This design comes from an exercise in tuning for small area and a short achievable clock period on the open sky130 flow, not from production work.
Function was checked by simulation only, so behaviour that the tests miss may differ from the original.

==> flow/design.v (outline; a module is shown in full before it is edited, if it fits) <==
// module UC: 49 lines
// module MD: 3851 lines
// module j17_core: 132 lines
module j17_core (
  input         clk,
  input         rst,
  input  [31:0] instr,
  input  [17:0] sw,
  input         btn,
  output [31:0] pc,
  output [31:0] result,
  output [6:0]  display1,
  output [6:0]  display2,
  output [6:0]  display3
);
  // ...
==> flow/flow/run.sh <==
#!/bin/bash
set -uo pipefail
bash standard.sh SETUP_SLACK_MARGIN=45 SETUP_MOVE_SEQUENCE=sizeup SKIP_PIN_SWAP=1 \
  SKIP_GATE_CLONING=1 BUFFER_PORTS_ARGS="-buffer_cell sky130_fd_sc_hd__buf_2" finish > flow_make.log 2>&1
status=$?
tail -n 40 flow_make.log
exit $status
==> flow/standard.sh <==
#!/bin/bash
# synth_recipe.tcl (not shown) runs the flow's synth.tcl, then flattens the netlist and writes it again
# the make line also repeats each setting of config.mk as NAME=value (left out here)
make -C /OpenROAD-flow-scripts/flow DESIGN_CONFIG=/design/flow/config.mk WORK_HOME=/design/flow/orfs CLKGATE_MAP_FILE= SYNTH_SCRIPT=/design/flow/synth_recipe.tcl "${@:-finish}"
==> flow/config.mk <==
export PLATFORM = sky130hd
export DESIGN_NAME = j17_core
export DESIGN_NICKNAME = j17_core
export VERILOG_FILES = /design/flow/design.v
export SDC_FILE = /design/flow/constraint.sdc
export NUM_CORES = 4
export LEC_CHECK = 0
export ABC_AREA = 1
export CAP_MARGIN = 10
export CORE_MARGIN = 2
export CORE_UTILIZATION = 40
export CTS_BUF_LIST = sky130_fd_sc_hd__clkbuf_8
export PLACE_DENSITY = 0.6
export SLEW_MARGIN = 10
==> flow/constraint.sdc <==
create_clock -name core_clock -period 120.0 [get_ports {clk}]
set_input_delay 24.0000 -clock core_clock [delete_from_list [all_inputs] [get_ports {clk}]]
set_output_delay 24.0000 -clock core_clock [all_outputs]
set_load 0.01 [all_outputs]
==> results.toml, run 1 <==
[cts]
clock_path_buffers = 3
clkLatencyLatePin_ps = 880
postCtsSetupBuffers = 0
cts.sinks = 619

[final_layout]
mostFrequentLayoutCell = "nand2_1"
largest_class = "multi-input combinational cells"
stdcell_count = 12907
clk_share_pct = 2.035
clkbuf_count = 102
stdcell_area_um2 = 90730

[run_status]
status = "timing/DRC/antenna clean"

[synthesis]
yosys.area_share.simple_pct = 19.30
synth_compound_area_share_pct = 19.27
synth.area.mux_share_pct = 0
ys_top_cells_by_area = "edfxtp_1 20%, fa_1 14%, ha_1 13%"
yosysWarnings = 2
yosysTopAreaCellShare_pct = 20.31
ys_seq_elements = 619

[global_route]
gr-usage-met2_pct = 57.86
gr-usage-met3_pct = 8.705

[worst_setup_path]
critical_path_cell_count = 290
path_buf_inv = 51
cp_slowest_cell = "clkinvlp_4"
rr_worst_depth = 288
rr_endpoint = "D1[8]"

[timing]
min_period_ps = 72790

[detailed_routing]
wl_met3_um = 43500
viasPerCell = 6.313
dr_wl_met2_um = 172700

[placement]
placed_area_um2 = 85170

[floorplan]
die_y_um = 452.4
==> inputs of run 2 (changes only) <==
--- a/flow/design.v
+++ b/flow/design.v
@@ -275,20 +275,17 @@
   assign s30_3[1] = p30_3_0[2] ^ gg30_3_0;
   wire c30_1 = gg30_1_1 & hz1[30];
   wire c30_2 = gg30_2_1 & hz2[30];
   wire c30_3 = gg30_3_1 & hz3[30];
   wire u30_3 = div ? c30_3 : (b[31] & b[30]);
   wire u30_2 = div ? (c30_2 & ~c30_3) : (b[31] & ~b[30]);
   wire u30_1 = div ? (c30_1 & ~c30_2) : (~b[31] & b[30]);
   assign q[31] = c30_2; assign q[30] = c30_3 | (c30_1 & ~c30_2);
-  wire h30 = div ? c30_2 : b[31];
-  wire l30_3 = div ? c30_3 : b[30];
-  wire l30_1 = div ? c30_1 : b[30];
-  wire [31:0] r30 = {(h30 ? (l30_3 ? s30_3 : s30_2) : (l30_1 ? s30_1 : r32[31:30])), r32[29:0]};
+  wire [31:0] r30 = {(u30_3 ? s30_3 : u30_2 ? s30_2 : u30_1 ? s30_1 : r32[31:30]), r32[29:0]};
   wire [4:0] g28_1_0, p28_1_0;
   assign g28_1_0[0] = div; assign p28_1_0[0] = 1'b0;
   assign g28_1_0[4:1] = r30[31:28] & x1[3:0];
   assign p28_1_0[4:1] = r30[31:28] ^ x1[3:0];
   wire gg28_1_0 = g28_1_0[1] | (p28_1_0[1] & g28_1_0[0]);
   wire pp28_1_0 = p28_1_0[1] & p28_1_0[0];
   wire gg28_1_1 = g28_1_0[2] | (p28_1_0[2] & gg28_1_0);
   wire pp28_1_1 = p28_1_0[2] & pp28_1_0;
@@ -337,20 +334,17 @@
   assign s28_3[3] = p28_3_0[4] ^ gg28_3_2;
   wire c28_1 = gg28_1_3 & hz1[28];
   wire c28_2 = gg28_2_3 & hz2[28];
   wire c28_3 = gg28_3_3 & hz3[28];
   wire u28_3 = div ? c28_3 : (b[29] & b[28]);
   wire u28_2 = div ? (c28_2 & ~c28_3) : (b[29] & ~b[28]);
   wire u28_1 = div ? (c28_1 & ~c28_2) : (~b[29] & b[28]);
   assign q[29] = c28_2; assign q[28] = c28_3 | (c28_1 & ~c28_2);
-  wire h28 = div ? c28_2 : b[29];
-  wire l28_3 = div ? c28_3 : b[28];
-  wire l28_1 = div ? c28_1 : b[28];
-  wire [31:0] r28 = {(h28 ? (l28_3 ? s28_3 : s28_2) : (l28_1 ? s28_1 : r30[31:28])), r30[27:0]};
+  wire [31:0] r28 = {(u28_3 ? s28_3 : u28_2 ? s28_2 : u28_1 ? s28_1 : r30[31:28]), r30[27:0]};
   wire [6:0] g26_1_0, p26_1_0;
   assign g26_1_0[0] = div; assign p26_1_0[0] = 1'b0;
   assign g26_1_0[6:1] = r28[31:26] & x1[5:0];
   assign p26_1_0[6:1] = r28[31:26] ^ x1[5:0];
   wire bg26_1_1_2 = g26_1_0[2] | (p26_1_0[2] & g26_1_0[1]);
   wire bp26_1_1_2 = p26_1_0[2] & p26_1_0[1];
   wire bg26_1_1_3 = g26_1_0[3] | (p26_1_0[3] & bg26_1_1_2);
   wire bp26_1_1_3 = p26_1_0[3] & bp26_1_1_2;
@@ -429,20 +423,17 @@
   assign s26_3[5] = p26_3_0[6] ^ c26_3_5;
   wire c26_1 = gg26_1_1 & hz1[26];
   wire c26_2 = gg26_2_1 & hz2[26];
   wire c26_3 = gg26_3_1 & hz3[26];
   wire u26_3 = div ? c26_3 : (b[27] & b[26]);
   wire u26_2 = div ? (c26_2 & ~c26_3) : (b[27] & ~b[26]);
   wire u26_1 = div ? (c26_1 & ~c26_2) : (~b[27] & b[26]);
   assign q[27] = c26_2; assign q[26] = c26_3 | (c26_1 & ~c26_2);
-  wire h26 = div ? c26_2 : b[27];
-  wire l26_3 = div ? c26_3 : b[26];
-  wire l26_1 = div ? c26_1 : b[26];
-  wire [31:0] r26 = {(h26 ? (l26_3 ? s26_3 : s26_2) : (l26_1 ? s26_1 : r28[31:26])), r28[25:0]};
+  wire [31:0] r26 = {(u26_3 ? s26_3 : u26_2 ? s26_2 : u26_1 ? s26_1 : r28[31:26]), r28[25:0]};
   wire [8:0] g24_1_0, p24_1_0;
   assign g24_1_0[0] = div; assign p24_1_0[0] = 1'b0;
   assign g24_1_0[8:1] = r26[31:24] & x1[7:0];
   assign p24_1_0[8:1] = r26[31:24] ^ x1[7:0];
   wire bg24_1_1_2 = g24_1_0[2] | (p24_1_0[2] & g24_1_0[1]);
   wire bp24_1_1_2 = p24_1_0[2] & p24_1_0[1];
   wire bg24_1_1_3 = g24_1_0[3] | (p24_1_0[3] & bg24_1_1_2);
   wire bp24_1_1_3 = p24_1_0[3] & bp24_1_1_2;
@@ -545,20 +536,17 @@
   assign s24_3[7] = p24_3_0[8] ^ c24_3_7;
   wire c24_1 = gg24_1_1 & hz1[24];
   wire c24_2 = gg24_2_1 & hz2[24];
   wire c24_3 = gg24_3_1 & hz3[24];
   wire u24_3 = div ? c24_3 : (b[25] & b[24]);
   wire u24_2 = div ? (c24_2 & ~c24_3) : (b[25] & ~b[24]);
   wire u24_1 = div ? (c24_1 & ~c24_2) : (~b[25] & b[24]);
   assign q[25] = c24_2; assign q[24] = c24_3 | (c24_1 & ~c24_2);
-  wire h24 = div ? c24_2 : b[25];
-  wire l24_3 = div ? c24_3 : b[24];
-  wire l24_1 = div ? c24_1 : b[24];
-  wire [31:0] r24 = {(h24 ? (l24_3 ? s24_3 : s24_2) : (l24_1 ? s24_1 : r26[31:24])), r26[23:0]};
+  wire [31:0] r24 = {(u24_3 ? s24_3 : u24_2 ? s24_2 : u24_1 ? s24_1 : r26[31:24]), r26[23:0]};
   wire [10:0] g22_1_0, p22_1_0;
   assign g22_1_0[0] = div; assign p22_1_0[0] = 1'b0;
   assign g22_1_0[10:1] = r24[31:22] & x1[9:0];
   assign p22_1_0[10:1] = r24[31:22] ^ x1[9:0];
   wire bg22_1_1_2 = g22_1_0[2] | (p22_1_0[2] & g22_1_0[1]);
   wire bp22_1_1_2 = p22_1_0[2] & p22_1_0[1];
   wire bg22_1_1_3 = g22_1_0[3] | (p22_1_0[3] & bg22_1_1_2);
   wire bp22_1_1_3 = p22_1_0[3] & bp22_1_1_2;
@@ -688,20 +676,17 @@
   assign s22_3[9] = p22_3_0[10] ^ c22_3_9;
   wire c22_1 = gg22_1_3 & hz1[22];
   wire c22_2 = gg22_2_3 & hz2[22];
   wire c22_3 = gg22_3_3 & hz3[22];
   wire u22_3 = div ? c22_3 : (b[23] & b[22]);
   wire u22_2 = div ? (c22_2 & ~c22_3) : (b[23] & ~b[22]);
   wire u22_1 = div ? (c22_1 & ~c22_2) : (~b[23] & b[22]);
   assign q[23] = c22_2; assign q[22] = c22_3 | (c22_1 & ~c22_2);
-  wire h22 = div ? c22_2 : b[23];
-  wire l22_3 = div ? c22_3 : b[22];
-  wire l22_1 = div ? c22_1 : b[22];
-  wire [31:0] r22 = {(h22 ? (l22_3 ? s22_3 : s22_2) : (l22_1 ? s22_1 : r24[31:22])), r24[21:0]};
+  wire [31:0] r22 = {(u22_3 ? s22_3 : u22_2 ? s22_2 : u22_1 ? s22_1 : r24[31:22]), r24[21:0]};
   wire [12:0] g20_1_0, p20_1_0;
   assign g20_1_0[0] = div; assign p20_1_0[0] = 1'b0;
   assign g20_1_0[12:1] = r22[31:20] & x1[11:0];
   assign p20_1_0[12:1] = r22[31:20] ^ x1[11:0];
   wire bg20_1_1_2 = g20_1_0[2] | (p20_1_0[2] & g20_1_0[1]);
   wire bp20_1_1_2 = p20_1_0[2] & p20_1_0[1];
   wire bg20_1_1_3 = g20_1_0[3] | (p20_1_0[3] & bg20_1_1_2);
   wire bp20_1_1_3 = p20_1_0[3] & bp20_1_1_2;
@@ -855,20 +840,17 @@
   assign s20_3[11] = p20_3_0[12] ^ c20_3_11;
   wire c20_1 = gg20_1_3 & hz1[20];
   wire c20_2 = gg20_2_3 & hz2[20];
   wire c20_3 = gg20_3_3 & hz3[20];
   wire u20_3 = div ? c20_3 : (b[21] & b[20]);
   wire u20_2 = div ? (c20_2 & ~c20_3) : (b[21] & ~b[20]);
   wire u20_1 = div ? (c20_1 & ~c20_2) : (~b[21] & b[20]);
   assign q[21] = c20_2; assign q[20] = c20_3 | (c20_1 & ~c20_2);
-  wire h20 = div ? c20_2 : b[21];
-  wire l20_3 = div ? c20_3 : b[20];
-  wire l20_1 = div ? c20_1 : b[20];
-  wire [31:0] r20 = {(h20 ? (l20_3 ? s20_3 : s20_2) : (l20_1 ? s20_1 : r22[31:20])), r22[19:0]};
+  wire [31:0] r20 = {(u20_3 ? s20_3 : u20_2 ? s20_2 : u20_1 ? s20_1 : r22[31:20]), r22[19:0]};
   wire [14:0] g18_1_0, p18_1_0;
   assign g18_1_0[0] = div; assign p18_1_0[0] = 1'b0;
   assign g18_1_0[14:1] = r20[31:18] & x1[13:0];
   assign p18_1_0[14:1] = r20[31:18] ^ x1[13:0];
   wire bg18_1_1_2 = g18_1_0[2] | (p18_1_0[2] & g18_1_0[1]);
   wire bp18_1_1_2 = p18_1_0[2] & p18_1_0[1];
   wire bg18_1_1_3 = g18_1_0[3] | (p18_1_0[3] & bg18_1_1_2);
   wire bp18_1_1_3 = p18_1_0[3] & bp18_1_1_2;
@@ -1043,20 +1025,17 @@
   assign s18_3[13] = p18_3_0[14] ^ c18_3_13;
   wire c18_1 = gg18_1_4 & hz1[18];
   wire c18_2 = gg18_2_4 & hz2[18];
   wire c18_3 = gg18_3_4 & hz3[18];
   wire u18_3 = div ? c18_3 : (b[19] & b[18]);
   wire u18_2 = div ? (c18_2 & ~c18_3) : (b[19] & ~b[18]);
   wire u18_1 = div ? (c18_1 & ~c18_2) : (~b[19] & b[18]);
   assign q[19] = c18_2; assign q[18] = c18_3 | (c18_1 & ~c18_2);
-  wire h18 = div ? c18_2 : b[19];
-  wire l18_3 = div ? c18_3 : b[18];
-  wire l18_1 = div ? c18_1 : b[18];
-  wire [31:0] r18 = {(h18 ? (l18_3 ? s18_3 : s18_2) : (l18_1 ? s18_1 : r20[31:18])), r20[17:0]};
+  wire [31:0] r18 = {(u18_3 ? s18_3 : u18_2 ? s18_2 : u18_1 ? s18_1 : r20[31:18]), r20[17:0]};
   wire [16:0] g16_1_0, p16_1_0;
   assign g16_1_0[0] = div; assign p16_1_0[0] = 1'b0;
   assign g16_1_0[16:1] = r18[31:16] & x1[15:0];
   assign p16_1_0[16:1] = r18[31:16] ^ x1[15:0];
   wire bg16_1_1_2 = g16_1_0[2] | (p16_1_0[2] & g16_1_0[1]);
   wire bp16_1_1_2 = p16_1_0[2] & p16_1_0[1];
   wire bg16_1_1_3 = g16_1_0[3] | (p16_1_0[3] & bg16_1_1_2);
   wire bp16_1_1_3 = p16_1_0[3] & bp16_1_1_2;
@@ -1255,20 +1234,17 @@
   assign s16_3[15] = p16_3_0[16] ^ c16_3_15;
   wire c16_1 = gg16_1_4 & hz1[16];
   wire c16_2 = gg16_2_4 & hz2[16];
   wire c16_3 = gg16_3_4 & hz3[16];
   wire u16_3 = div ? c16_3 : (b[17] & b[16]);
   wire u16_2 = div ? (c16_2 & ~c16_3) : (b[17] & ~b[16]);
   wire u16_1 = div ? (c16_1 & ~c16_2) : (~b[17] & b[16]);
   assign q[17] = c16_2; assign q[16] = c16_3 | (c16_1 & ~c16_2);
-  wire h16 = div ? c16_2 : b[17];
-  wire l16_3 = div ? c16_3 : b[16];
-  wire l16_1 = div ? c16_1 : b[16];
-  wire [31:0] r16 = {(h16 ? (l16_3 ? s16_3 : s16_2) : (l16_1 ? s16_1 : r18[31:16])), r18[15:0]};
+  wire [31:0] r16 = {(u16_3 ? s16_3 : u16_2 ? s16_2 : u16_1 ? s16_1 : r18[31:16]), r18[15:0]};
   wire [18:0] g14_1_0, p14_1_0;
   assign g14_1_0[0] = div; assign p14_1_0[0] = 1'b0;
   assign g14_1_0[18:1] = r16[31:14] & x1[17:0];
   assign p14_1_0[18:1] = r16[31:14] ^ x1[17:0];
   wire bg14_1_1_2 = g14_1_0[2] | (p14_1_0[2] & g14_1_0[1]);
   wire bp14_1_1_2 = p14_1_0[2] & p14_1_0[1];
   wire bg14_1_1_3 = g14_1_0[3] | (p14_1_0[3] & bg14_1_1_2);
   wire bp14_1_1_3 = p14_1_0[3] & bp14_1_1_2;
@@ -1494,20 +1470,17 @@
   assign s14_3[17] = p14_3_0[18] ^ c14_3_17;
   wire c14_1 = gg14_1_6 & hz1[14];
   wire c14_2 = gg14_2_6 & hz2[14];
   wire c14_3 = gg14_3_6 & hz3[14];
   wire u14_3 = div ? c14_3 : (b[15] & b[14]);
   wire u14_2 = div ? (c14_2 & ~c14_3) : (b[15] & ~b[14]);
   wire u14_1 = div ? (c14_1 & ~c14_2) : (~b[15] & b[14]);
   assign q[15] = c14_2; assign q[14] = c14_3 | (c14_1 & ~c14_2);
-  wire h14 = div ? c14_2 : b[15];
-  wire l14_3 = div ? c14_3 : b[14];
-  wire l14_1 = div ? c14_1 : b[14];
-  wire [31:0] r14 = {(h14 ? (l14_3 ? s14_3 : s14_2) : (l14_1 ? s14_1 : r16[31:14])), r16[13:0]};
+  wire [31:0] r14 = {(u14_3 ? s14_3 : u14_2 ? s14_2 : u14_1 ? s14_1 : r16[31:14]), r16[13:0]};
   wire [20:0] g12_1_0, p12_1_0;
   assign g12_1_0[0] = div; assign p12_1_0[0] = 1'b0;
   assign g12_1_0[20:1] = r14[31:12] & x1[19:0];
   assign p12_1_0[20:1] = r14[31:12] ^ x1[19:0];
   wire bg12_1_1_2 = g12_1_0[2] | (p12_1_0[2] & g12_1_0[1]);
   wire bp12_1_1_2 = p12_1_0[2] & p12_1_0[1];
   wire bg12_1_1_3 = g12_1_0[3] | (p12_1_0[3] & bg12_1_1_2);
   wire bp12_1_1_3 = p12_1_0[3] & bp12_1_1_2;
@@ -1757,20 +1730,17 @@
   assign s12_3[19] = p12_3_0[20] ^ c12_3_19;
   wire c12_1 = gg12_1_6 & hz1[12];
   wire c12_2 = gg12_2_6 & hz2[12];
   wire c12_3 = gg12_3_6 & hz3[12];
   wire u12_3 = div ? c12_3 : (b[13] & b[12]);
   wire u12_2 = div ? (c12_2 & ~c12_3) : (b[13] & ~b[12]);
   wire u12_1 = div ? (c12_1 & ~c12_2) : (~b[13] & b[12]);
   assign q[13] = c12_2; assign q[12] = c12_3 | (c12_1 & ~c12_2);
-  wire h12 = div ? c12_2 : b[13];
-  wire l12_3 = div ? c12_3 : b[12];
-  wire l12_1 = div ? c12_1 : b[12];
-  wire [31:0] r12 = {(h12 ? (l12_3 ? s12_3 : s12_2) : (l12_1 ? s12_1 : r14[31:12])), r14[11:0]};
+  wire [31:0] r12 = {(u12_3 ? s12_3 : u12_2 ? s12_2 : u12_1 ? s12_1 : r14[31:12]), r14[11:0]};
   wire [22:0] g10_1_0, p10_1_0;
   assign g10_1_0[0] = div; assign p10_1_0[0] = 1'b0;
   assign g10_1_0[22:1] = r12[31:10] & x1[21:0];
   assign p10_1_0[22:1] = r12[31:10] ^ x1[21:0];
   wire bg10_1_1_2 = g10_1_0[2] | (p10_1_0[2] & g10_1_0[1]);
   wire bp10_1_1_2 = p10_1_0[2] & p10_1_0[1];
   wire bg10_1_1_3 = g10_1_0[3] | (p10_1_0[3] & bg10_1_1_2);
   wire bp10_1_1_3 = p10_1_0[3] & bp10_1_1_2;
@@ -2047,20 +2017,17 @@
   assign s10_3[21] = p10_3_0[22] ^ c10_3_21;
   wire c10_1 = gg10_1_8 & hz1[10];
   wire c10_2 = gg10_2_8 & hz2[10];
   wire c10_3 = gg10_3_8 & hz3[10];
   wire u10_3 = div ? c10_3 : (b[11] & b[10]);
   wire u10_2 = div ? (c10_2 & ~c10_3) : (b[11] & ~b[10]);
   wire u10_1 = div ? (c10_1 & ~c10_2) : (~b[11] & b[10]);
   assign q[11] = c10_2; assign q[10] = c10_3 | (c10_1 & ~c10_2);
-  wire h10 = div ? c10_2 : b[11];
-  wire l10_3 = div ? c10_3 : b[10];
-  wire l10_1 = div ? c10_1 : b[10];
-  wire [31:0] r10 = {(h10 ? (l10_3 ? s10_3 : s10_2) : (l10_1 ? s10_1 : r12[31:10])), r12[9:0]};
+  wire [31:0] r10 = {(u10_3 ? s10_3 : u10_2 ? s10_2 : u10_1 ? s10_1 : r12[31:10]), r12[9:0]};
   wire [24:0] g8_1_0, p8_1_0;
   assign g8_1_0[0] = div; assign p8_1_0[0] = 1'b0;
   assign g8_1_0[24:1] = r10[31:8] & x1[23:0];
   assign p8_1_0[24:1] = r10[31:8] ^ x1[23:0];
   wire bg8_1_1_2 = g8_1_0[2] | (p8_1_0[2] & g8_1_0[1]);
   wire bp8_1_1_2 = p8_1_0[2] & p8_1_0[1];
   wire bg8_1_1_3 = g8_1_0[3] | (p8_1_0[3] & bg8_1_1_2);
   wire bp8_1_1_3 = p8_1_0[3] & bp8_1_1_2;
@@ -2361,20 +2328,17 @@
   assign s8_3[23] = p8_3_0[24] ^ c8_3_23;
   wire c8_1 = gg8_1_8 & hz1[8];
   wire c8_2 = gg8_2_8 & hz2[8];
   wire c8_3 = gg8_3_8 & hz3[8];
   wire u8_3 = div ? c8_3 : (b[9] & b[8]);
   wire u8_2 = div ? (c8_2 & ~c8_3) : (b[9] & ~b[8]);
   wire u8_1 = div ? (c8_1 & ~c8_2) : (~b[9] & b[8]);
   assign q[9] = c8_2; assign q[8] = c8_3 | (c8_1 & ~c8_2);
-  wire h8 = div ? c8_2 : b[9];
-  wire l8_3 = div ? c8_3 : b[8];
-  wire l8_1 = div ? c8_1 : b[8];
-  wire [31:0] r8 = {(h8 ? (l8_3 ? s8_3 : s8_2) : (l8_1 ? s8_1 : r10[31:8])), r10[7:0]};
+  wire [31:0] r8 = {(u8_3 ? s8_3 : u8_2 ? s8_2 : u8_1 ? s8_1 : r10[31:8]), r10[7:0]};
   wire [26:0] g6_1_0, p6_1_0;
   assign g6_1_0[0] = div; assign p6_1_0[0] = 1'b0;
   assign g6_1_0[26:1] = r8[31:6] & x1[25:0];
   assign p6_1_0[26:1] = r8[31:6] ^ x1[25:0];
   wire bg6_1_1_2 = g6_1_0[2] | (p6_1_0[2] & g6_1_0[1]);
   wire bp6_1_1_2 = p6_1_0[2] & p6_1_0[1];
   wire bg6_1_1_3 = g6_1_0[3] | (p6_1_0[3] & bg6_1_1_2);
   wire bp6_1_1_3 = p6_1_0[3] & bp6_1_1_2;
@@ -2708,20 +2672,17 @@
   assign s6_3[25] = p6_3_0[26] ^ c6_3_25;
   wire c6_1 = gg6_1_11 & hz1[6];
   wire c6_2 = gg6_2_11 & hz2[6];
   wire c6_3 = gg6_3_11 & hz3[6];
   wire u6_3 = div ? c6_3 : (b[7] & b[6]);
   wire u6_2 = div ? (c6_2 & ~c6_3) : (b[7] & ~b[6]);
   wire u6_1 = div ? (c6_1 & ~c6_2) : (~b[7] & b[6]);
   assign q[7] = c6_2; assign q[6] = c6_3 | (c6_1 & ~c6_2);
-  wire h6 = div ? c6_2 : b[7];
-  wire l6_3 = div ? c6_3 : b[6];
-  wire l6_1 = div ? c6_1 : b[6];
-  wire [31:0] r6 = {(h6 ? (l6_3 ? s6_3 : s6_2) : (l6_1 ? s6_1 : r8[31:6])), r8[5:0]};
+  wire [31:0] r6 = {(u6_3 ? s6_3 : u6_2 ? s6_2 : u6_1 ? s6_1 : r8[31:6]), r8[5:0]};
   wire [28:0] g4_1_0, p4_1_0;
   assign g4_1_0[0] = div; assign p4_1_0[0] = 1'b0;
   assign g4_1_0[28:1] = r6[31:4] & x1[27:0];
   assign p4_1_0[28:1] = r6[31:4] ^ x1[27:0];
   wire bg4_1_1_2 = g4_1_0[2] | (p4_1_0[2] & g4_1_0[1]);
   wire bp4_1_1_2 = p4_1_0[2] & p4_1_0[1];
   wire bg4_1_1_3 = g4_1_0[3] | (p4_1_0[3] & bg4_1_1_2);
   wire bp4_1_1_3 = p4_1_0[3] & bp4_1_1_2;
@@ -3079,20 +3040,17 @@
   assign s4_3[27] = p4_3_0[28] ^ c4_3_27;
   wire c4_1 = gg4_1_11 & hz1[4];
   wire c4_2 = gg4_2_11 & hz2[4];
   wire c4_3 = gg4_3_11 & hz3[4];
   wire u4_3 = div ? c4_3 : (b[5] & b[4]);
   wire u4_2 = div ? (c4_2 & ~c4_3) : (b[5] & ~b[4]);
   wire u4_1 = div ? (c4_1 & ~c4_2) : (~b[5] & b[4]);
   assign q[5] = c4_2; assign q[4] = c4_3 | (c4_1 & ~c4_2);
-  wire h4 = div ? c4_2 : b[5];
-  wire l4_3 = div ? c4_3 : b[4];
-  wire l4_1 = div ? c4_1 : b[4];
-  wire [31:0] r4 = {(h4 ? (l4_3 ? s4_3 : s4_2) : (l4_1 ? s4_1 : r6[31:4])), r6[3:0]};
+  wire [31:0] r4 = {(u4_3 ? s4_3 : u4_2 ? s4_2 : u4_1 ? s4_1 : r6[31:4]), r6[3:0]};
   wire [30:0] g2_1_0, p2_1_0;
   assign g2_1_0[0] = div; assign p2_1_0[0] = 1'b0;
   assign g2_1_0[30:1] = r4[31:2] & x1[29:0];
   assign p2_1_0[30:1] = r4[31:2] ^ x1[29:0];
   wire bg2_1_1_2 = g2_1_0[2] | (p2_1_0[2] & g2_1_0[1]);
   wire bp2_1_1_2 = p2_1_0[2] & p2_1_0[1];
   wire bg2_1_1_3 = g2_1_0[3] | (p2_1_0[3] & bg2_1_1_2);
   wire bp2_1_1_3 = p2_1_0[3] & bp2_1_1_2;
@@ -3471,20 +3429,17 @@
   assign s2_3[29] = p2_3_0[30] ^ c2_3_29;
   wire c2_1 = gg2_1_12 & hz1[2];
   wire c2_2 = gg2_2_12 & hz2[2];
   wire c2_3 = gg2_3_12 & hz3[2];
   wire u2_3 = div ? c2_3 : (b[3] & b[2]);
   wire u2_2 = div ? (c2_2 & ~c2_3) : (b[3] & ~b[2]);
   wire u2_1 = div ? (c2_1 & ~c2_2) : (~b[3] & b[2]);
   assign q[3] = c2_2; assign q[2] = c2_3 | (c2_1 & ~c2_2);
-  wire h2 = div ? c2_2 : b[3];
-  wire l2_3 = div ? c2_3 : b[2];
-  wire l2_1 = div ? c2_1 : b[2];
-  wire [31:0] r2 = {(h2 ? (l2_3 ? s2_3 : s2_2) : (l2_1 ? s2_1 : r4[31:2])), r4[1:0]};
+  wire [31:0] r2 = {(u2_3 ? s2_3 : u2_2 ? s2_2 : u2_1 ? s2_1 : r4[31:2]), r4[1:0]};
   wire [32:0] g0_1_0, p0_1_0;
   assign g0_1_0[0] = div; assign p0_1_0[0] = 1'b0;
   assign g0_1_0[32:1] = r2[31:0] & x1[31:0];
   assign p0_1_0[32:1] = r2[31:0] ^ x1[31:0];
   wire bg0_1_1_2 = g0_1_0[2] | (p0_1_0[2] & g0_1_0[1]);
   wire bp0_1_1_2 = p0_1_0[2] & p0_1_0[1];
   wire bg0_1_1_3 = g0_1_0[3] | (p0_1_0[3] & bg0_1_1_2);
   wire bp0_1_1_3 = p0_1_0[3] & bp0_1_1_2;
@@ -3887,20 +3842,17 @@
   assign s0_3[31] = p0_3_0[32] ^ c0_3_31;
   wire c0_1 = gg0_1_12 & hz1[0];
   wire c0_2 = gg0_2_12 & hz2[0];
   wire c0_3 = gg0_3_12 & hz3[0];
   wire u0_3 = div ? c0_3 : (b[1] & b[0]);
   wire u0_2 = div ? (c0_2 & ~c0_3) : (b[1] & ~b[0]);
   wire u0_1 = div ? (c0_1 & ~c0_2) : (~b[1] & b[0]);
   assign q[1] = c0_2; assign q[0] = c0_3 | (c0_1 & ~c0_2);
-  wire h0 = div ? c0_2 : b[1];
-  wire l0_3 = div ? c0_3 : b[0];
-  wire l0_1 = div ? c0_1 : b[0];
-  wire [31:0] r0 = (h0 ? (l0_3 ? s0_3 : s0_2) : (l0_1 ? s0_1 : r2[31:0]));
+  wire [31:0] r0 = (u0_3 ? s0_3 : u0_2 ? s0_2 : u0_1 ? s0_1 : r2[31:0]);
   assign acc = r0;
 endmodule
 module j17_core (
   input         clk,
   input         rst,
   input  [31:0] instr,
   input  [17:0] sw,
   input         btn,
==> flow/flow/run.sh (replaced) <==
#!/bin/bash
set -uo pipefail
bash standard.sh SETUP_SLACK_MARGIN=40 SETUP_MOVE_SEQUENCE=sizeup SKIP_PIN_SWAP=1 \
  SKIP_GATE_CLONING=1 BUFFER_PORTS_ARGS="-buffer_cell sky130_fd_sc_hd__buf_2" finish > flow_make.log 2>&1
status=$?
tail -n 40 flow_make.log
exit $status
==> flow/config.mk (replaced) <==
export PLATFORM = sky130hd
export DESIGN_NAME = j17_core
export DESIGN_NICKNAME = j17_core
export VERILOG_FILES = /design/flow/design.v
export SDC_FILE = /design/flow/constraint.sdc
export NUM_CORES = 4
export LEC_CHECK = 0
export ABC_AREA = 1
export CAP_MARGIN = 20
export CORE_MARGIN = 2
export CORE_UTILIZATION = 40
export CTS_BUF_LIST = sky130_fd_sc_hd__clkbuf_8
export PLACE_DENSITY = 0.6
export SLEW_MARGIN = 20
==> run 2 against run 1 <==
  * Fmax down 5.5%
  * Register-to-register slack worse by 4000 ps
  * First-iteration DRC count fell by 3.4%
  * Routed wire length increased by 2.5%
  * Sequential cell count unchanged
  * Non-clock buffer count grew 10
  * Die area decreased by 1.5%
  * Final area down 2.6%
  * Cell count decreased by 1.5%
  * Setup slack lost 4300 ps
  * Largest cell class unchanged
==> results.toml, run 2 <==
[cts]
cts_tree = "built"
clkLatencyLatePin_ps = 870
postCtsHoldBufs = 0
cts.sinks = 619
h-tree-depth = 3
clock_path_buffers = 3
root_buffer = "clkbuf_8"
numCtsBuffers = 96
clk_pin_slew_ps = 60

[synthesis]
synth.area.mux_share_pct = 0.08849
synth_common_cells = "1703 x nand2_1, 1203 x inv_1, 864 x ha_1"
ys_seq_area_share_pct = 22.53
syn_nets = 11281
yosysTopAreaCell = "edfxtp_1"
yosysTopAreaCellShare_pct = 20.63
ys_async_sr_fraction_pct = 0
syn_area_per_cell_um2 = 8.065
synth_area_um2 = 79180
yosysWarnings = 2
synth_xor_area_share_pct = 3.816
ys_seq_elements = 619
synth_edf_count = 544
syn_inst = 9818
yosys.area_share.simple_pct = 19.77
synth-main-ff-cell = "edfxtp_1"
yosysUniqueCellTypes = 88
ys_top_cells_by_area = "edfxtp_1 21%, fa_1 14%, ha_1 14%"
synth.most_common_cell = "nand2_1"
synthAdderAreaFrac_pct = 27.46
synth_top_family_by_area = "adder cells"
synth_compound_area_share_pct = 18.12

[floorplan]
dieArea_um2 = 201500
die_y_um = 448.9
core_um2 = 197000
ios = 138
rows = 163
fp.dieW_um = 448.9
initial_core_util_pct = 40.19

[timing]
rsz0062_at_grt = "false"
max_slew_margin_pct = 17.79
hold_viol = 0
max_freq_ghz = 0.01298
finClkSkew_ps = 101.3
drv_slew = 0
min_period_ps = 77040
fin_crit_sh_pct = 64.20
setup_viol_count_final = 0
tightest_slew_ps = 1230
setup_tns_ps = 0

[detailed_routing]
route.detailed.wl_per_inst_um = 32.28
drc = 0
postRouteAntennaNets = 0
vias = 81004
first_iter_violations = 10692
routed_wl_um = 410400
dr.pass1.iters = 8
viasPerCell = 6.371

[global_route]
grt_overflow = 0
grt_max_degree = 100
grt_pass1_wl_um = 573300
grt_pass1_vias = 78717
antenna_found_initial = 27
grt_util_all_layers_pct = 39.34

[worst_setup_path]
path_class = "input port to flop"
start_kind = "input port"
timing.rr.start = "SP[0]"
cpPeakStageDelay_ps = 800
rr_worst_depth = 303
cp.arrival_ps = 77630
rr_endpoint = "D7[19]"
crit_path_start = "instr[23]"
crit_path_end = "D7[19]"
endpoint_kind = "flop"
reg2reg_slack_ps = 66460
path_common_cell = "nand2_1"
required_ps = 120590
worst-path-max-fanout = 32
cp_slowest_cell = "clkinvlp_4"

[final_layout]
area_growth_pct = 11.60
final_cell_mix = "1648 x nand2_1, 1172 x inv_1, 855 x ha_1, 690 x a21oi_1, 600 x nor2_1"
n_fill_cell = 19714
multiInputGateArea_um2 = 57170
largest_reg_flops = 256
mostFrequentLayoutCell = "nand2_1"
regMostFlops = "R"
stdcell_area_um2 = 88370
regArea_um2 = 17840
drive_gt1_share_pct = 13.34
nets = 11441
fin_util_pct = 44.86

[placement]
placed_area_um2 = 84280
port_buffers = 137
globalplace.congestion = 1.046
dp_hpwl_um = 299900

[job]
maxCapViolations = 0

[run_status]
status = "timing/DRC/antenna clean"

[min_path]
hold_path_class = "flop to flop"
hold_depth = 2
[run 2: cell types whose count changed after synthesis, sizes merged, moves of 24 or more]
cell,previous run,this run
a211oi,47,89
a21boi,51,16
a221oi,133,243
buf,176,147
inv,1281,1257
nand2,1821,1762
nor2,593,664
o211ai,235,52
o21ai,792,646
or2,116,174
[run 2: worst min path at each step]
stage / slack, ps / to / from
3_5_place_dp: 520 / SP[9] / SP[9]
5_1_grt: 550 / SP[9] / SP[9]
2_1_floorplan: 480 / SP[9] / SP[9]
6_report: 520 / SP[9] / SP[9]
4_1_cts: 520 / SP[9] / SP[9]
3_3_place_gp: 500 / SP[9] / SP[9]
[run 2: cell type report]
class / count / area share [%]
antenna: 16 / 0.04531
sequential: 619 / 20.18
clock buffer: 97 / 1.511
clock inverter: 81 / 0.6839
multi-input combinational: 7568 / 64.70
tap: 2640 / 3.738
timing repair buffer: 415 / 3.443
inverter: 1278 / 5.699
[run 2: metrics by stage]
stage	setup slack, ps	cells	hold slack, ps
after CTS	40030	12698	521.1
after detailed placement	29930	12520	515.7
final	42960	12714	523.2
after global routing	39700	12701	549.1
after floorplan	45940	9818	476.9
after global placement	30480	12519	499.0
[run 2: critical path: cells and delay by family]
kind,cells,cell delay [ps]
AO/OA/AOI/OAI,113,22740
AND/OR/NAND/NOR,111,14640
buffers and inverters,56,10330
adder cells (fa/ha/maj),16,4930
multiplexers,2,670
[run 2: kinds of logic after synthesis]
family / count (synthesis)
AOI/OAI and AO/OA: 2307
xor gates and xnor gates: 345
and+or+nand+nor: 3499
buffers and inverters: 1631
DFF: 619
adders and majority gates: 1410
muxes: 7
[run 2: repair_timing]
item                                   in CTS  in global routing
buffers inserted                            0                  0
setup endpoints to repair                 576                576
endpoints found under the hold margin       0                  0
gates resized for setup                   174                373
[run 2: layer usage]
layer	global-route usage (%)	wire length, um	part of all wire [%]
met3	10.18	44630	11
met1	46.85	148400	36
met2	59.54	175200	43
met4	32.74	42060	10
met5	0.2367	173	0.042
==> inputs of run 3 (changes only) <==
--- a/flow/config.mk
+++ b/flow/config.mk
@@ -6,9 +6,9 @@
 export NUM_CORES = 4
 export LEC_CHECK = 0
 export ABC_AREA = 1
-export CAP_MARGIN = 20
+export CAP_MARGIN = 10
 export CORE_MARGIN = 2
 export CORE_UTILIZATION = 40
 export CTS_BUF_LIST = sky130_fd_sc_hd__clkbuf_8
 export PLACE_DENSITY = 0.6
-export SLEW_MARGIN = 20
+export SLEW_MARGIN = 10
==> run 3 against run 2 <==
  * Via count is 0.12% lower
  * Global-route usage shrank 0.10 points
  * Cell count about the same
  * Setup slack gained 40 ps
  * Critical path type unchanged
  * Critical endpoint is now D9[1]
  * Largest cell class unchanged
  * Highest routed layer unchanged
==> results.toml, run 3 <==
[final_layout]
largest_reg_flops = 256
mostFrequentLayoutCell = "nand2_1"
n_fill_cell = 19660
nets = 11440
regMostFlops = "R"
multiInputGateArea_um2 = 57210
final_cell_mix = "1643 x nand2_1, 1169 x inv_1, 854 x ha_1, 683 x a21oi_1, 603 x nor2_1"
drive_gt1_share_pct = 13.59
regArea_um2 = 17840
area_growth_pct = 11.80

[detailed_routing]
postRouteAntennaNets = 0
routed_wl_um = 409700
vias = 80906
first_iter_violations = 10897
dr.pass1.iters = 9
drc = 0
viasPerCell = 6.363
route.detailed.wl_per_inst_um = 32.22

[timing]
drv_slew = 0
holdWs_ps = 522.9
max_slew_margin_pct = 12.71
setup_tns_ps = 0
setup_viol_count_final = 0
finClkSkew_ps = 54.84
rsz0062_at_grt = "false"
hold_viol = 0
fin_crit_sh_pct = 64.17
min_period_ps = 77000
tightest_slew_ps = 1309
setup_ws_ps = 43000
max_freq_ghz = 0.01299

[synthesis]
synth_area_um2 = 79180
ys_async_sr_fraction_pct = 0
syn_inst = 9818
yosysTopAreaCell = "edfxtp_1"
syn_area_per_cell_um2 = 8.065
synth-main-ff-cell = "edfxtp_1"
syn_nets = 11281
yosysWarnings = 2
synth.most_common_cell = "nand2_1"
yosysUniqueCellTypes = 88
synth_common_cells = "1703 x nand2_1, 1203 x inv_1, 864 x ha_1"
synth_edf_count = 544
ys_seq_area_share_pct = 22.53
yosysTopAreaCellShare_pct = 20.63
ys_top_cells_by_area = "edfxtp_1 21%, fa_1 14%, ha_1 14%"
ys_seq_elements = 619

[global_route]
antenna_found_initial = 26
grt_overflow = 0
gr-usage-met3_pct = 10.33
grt_util_all_layers_pct = 39.24
grt_pass1_wl_um = 572300
grt-busiest-layer = "met2"
gr-usage-met2_pct = 59.07
grt_max_degree = 100
grt_pass1_vias = 78588
gr-usage-met1_pct = 46.71

[floorplan]
initial_core_util_pct = 40.19
core_um2 = 197000
fp.dieW_um = 448.9
dieArea_um2 = 201500
die_y_um = 448.9
rows = 163
ios = 138

[cts]
cts_tree = "built"
clock_path_buffers = 3
postCtsSetupBuffers = 0
clkLatencyLatePin_ps = 830
clk_pin_slew_ps = 60
root_buffer = "clkbuf_8"
h-tree-depth = 3
cts.sinks = 619
numCtsBuffers = 96

[worst_setup_path]
cpPeakStageDelay_ps = 690
start_kind = "input port"
cp_slowest_cell = "nor2_4"
cp.arrival_ps = 77510
path_class = "input port to flop"
endpoint_kind = "flop"
required_ps = 120500
path_common_cell = "nand2_1"
worst-path-max-fanout = 35

[placement]
dp_hpwl_um = 299900
globalplace.congestion = 1.046
port_buffers = 137
dp_slack_ps = 29510

[job]
maxCapViolations = 0

[min_path]
hold_path_class = "flop to flop"

[run_status]
status = "timing/DRC/antenna clean"
==> run 3: worst max-delay path, delay by kind of cell <==
kind | cells | cell delay [ps]
and+or+nand+nor | 111 | 15210
muxes | 2 | 710
adders and majority gates | 21 | 7040
buffers and inverters | 46 | 7580
xor gates and xnor gates | 2 | 370
AOI/OAI and AO/OA | 115 | 22180
==> run 3: timing repair <==
action,4_1_cts,5_1_grt
endpoints found under the hold margin,0,0
cloned,0,0
hold buffers,0,0
setup endpoints to repair,576,576
gates resized for setup,176,388
==> run 3: logic make-up after synthesis <==
logic type / synth area share, %
fa+ha+maj: 27.46
xor+xnor: 3.816
flops: 22.53
buf+inv: 8.218
compound gates: 18.12
simple gates: 19.77
mux: 0.08849
==> run 3: per-stage QoR <==
step           instances  area (um^2)  utilization [%]
5_1_grt            12704        88500            44.92
6_report           12716        88530            44.94
3_3_place_gp       12519        84270            42.78
2_1_floorplan       9818        79180                -
4_1_cts            12700        87050            44.19
3_5_place_dp       12519        84270            42.78
==> run 3: final cells by class <==
type	count	area share, %
clock inverters	77	0.7038
diodes	16	0.04523
repair buffers	414	3.450
well taps	2640	3.731
clock buffers	104	1.617
flip-flops and latches	619	20.15
inverters	1278	5.676
multi-input cells	7568	64.63
==> run 3: worst paths after layout <==
check	start	to	slack (ps)	depth (start not counted)
max	instr[18]	D9[1]	43000	297
max reg2reg	SP[0]	D9[1]	66500	296
min reg2reg	SP[9]	SP[9]	520	2
min	SP[9]	SP[9]	520	2
==> run 3: per-layer routing <==
| metal | vias up | part of all wire, % |
|---|---|---|
| met3 | 1708 | 11 |
| met5 | - | 0.024 |
| li1 | 34628 | - |
| met4 | 14 | 11 |
| met2 | 5424 | 42 |
| met1 | 39132 | 36 |

## afterwards: timing with drivers on the ports
In the flow no input, the clock included, has a driving cell. The finished layouts below were timed again as built, in two steps. Step 1 assumes that a clkbuf_16 drives the clock port and a buf_2 every other input. Step 2, shift: input delay + t, output delay - t, t = (earliest + latest rising clock arrival at the registers) / 2. This alone moves slack from input paths to output paths. Slacks: ideal / step 1 / step 2; pairs: ideal / step 1.
run	t, ns	slack for setup (ns)	worst setup path at the end	pins driven straight from the clock port
run 1	0.899	47.212 / 47.232 / 46.333	input to register	1
run 2	0.885	42.957 / 42.925 / 42.039	input to register	1
run 3	0.875	42.997 / 42.904 / 42.029	input to register	1
After both steps setup and hold are still met in every run listed. For run 3, which loses most, drivers alone change the setup slack by -0.093 ns; drivers and shift together by -0.968 ns.
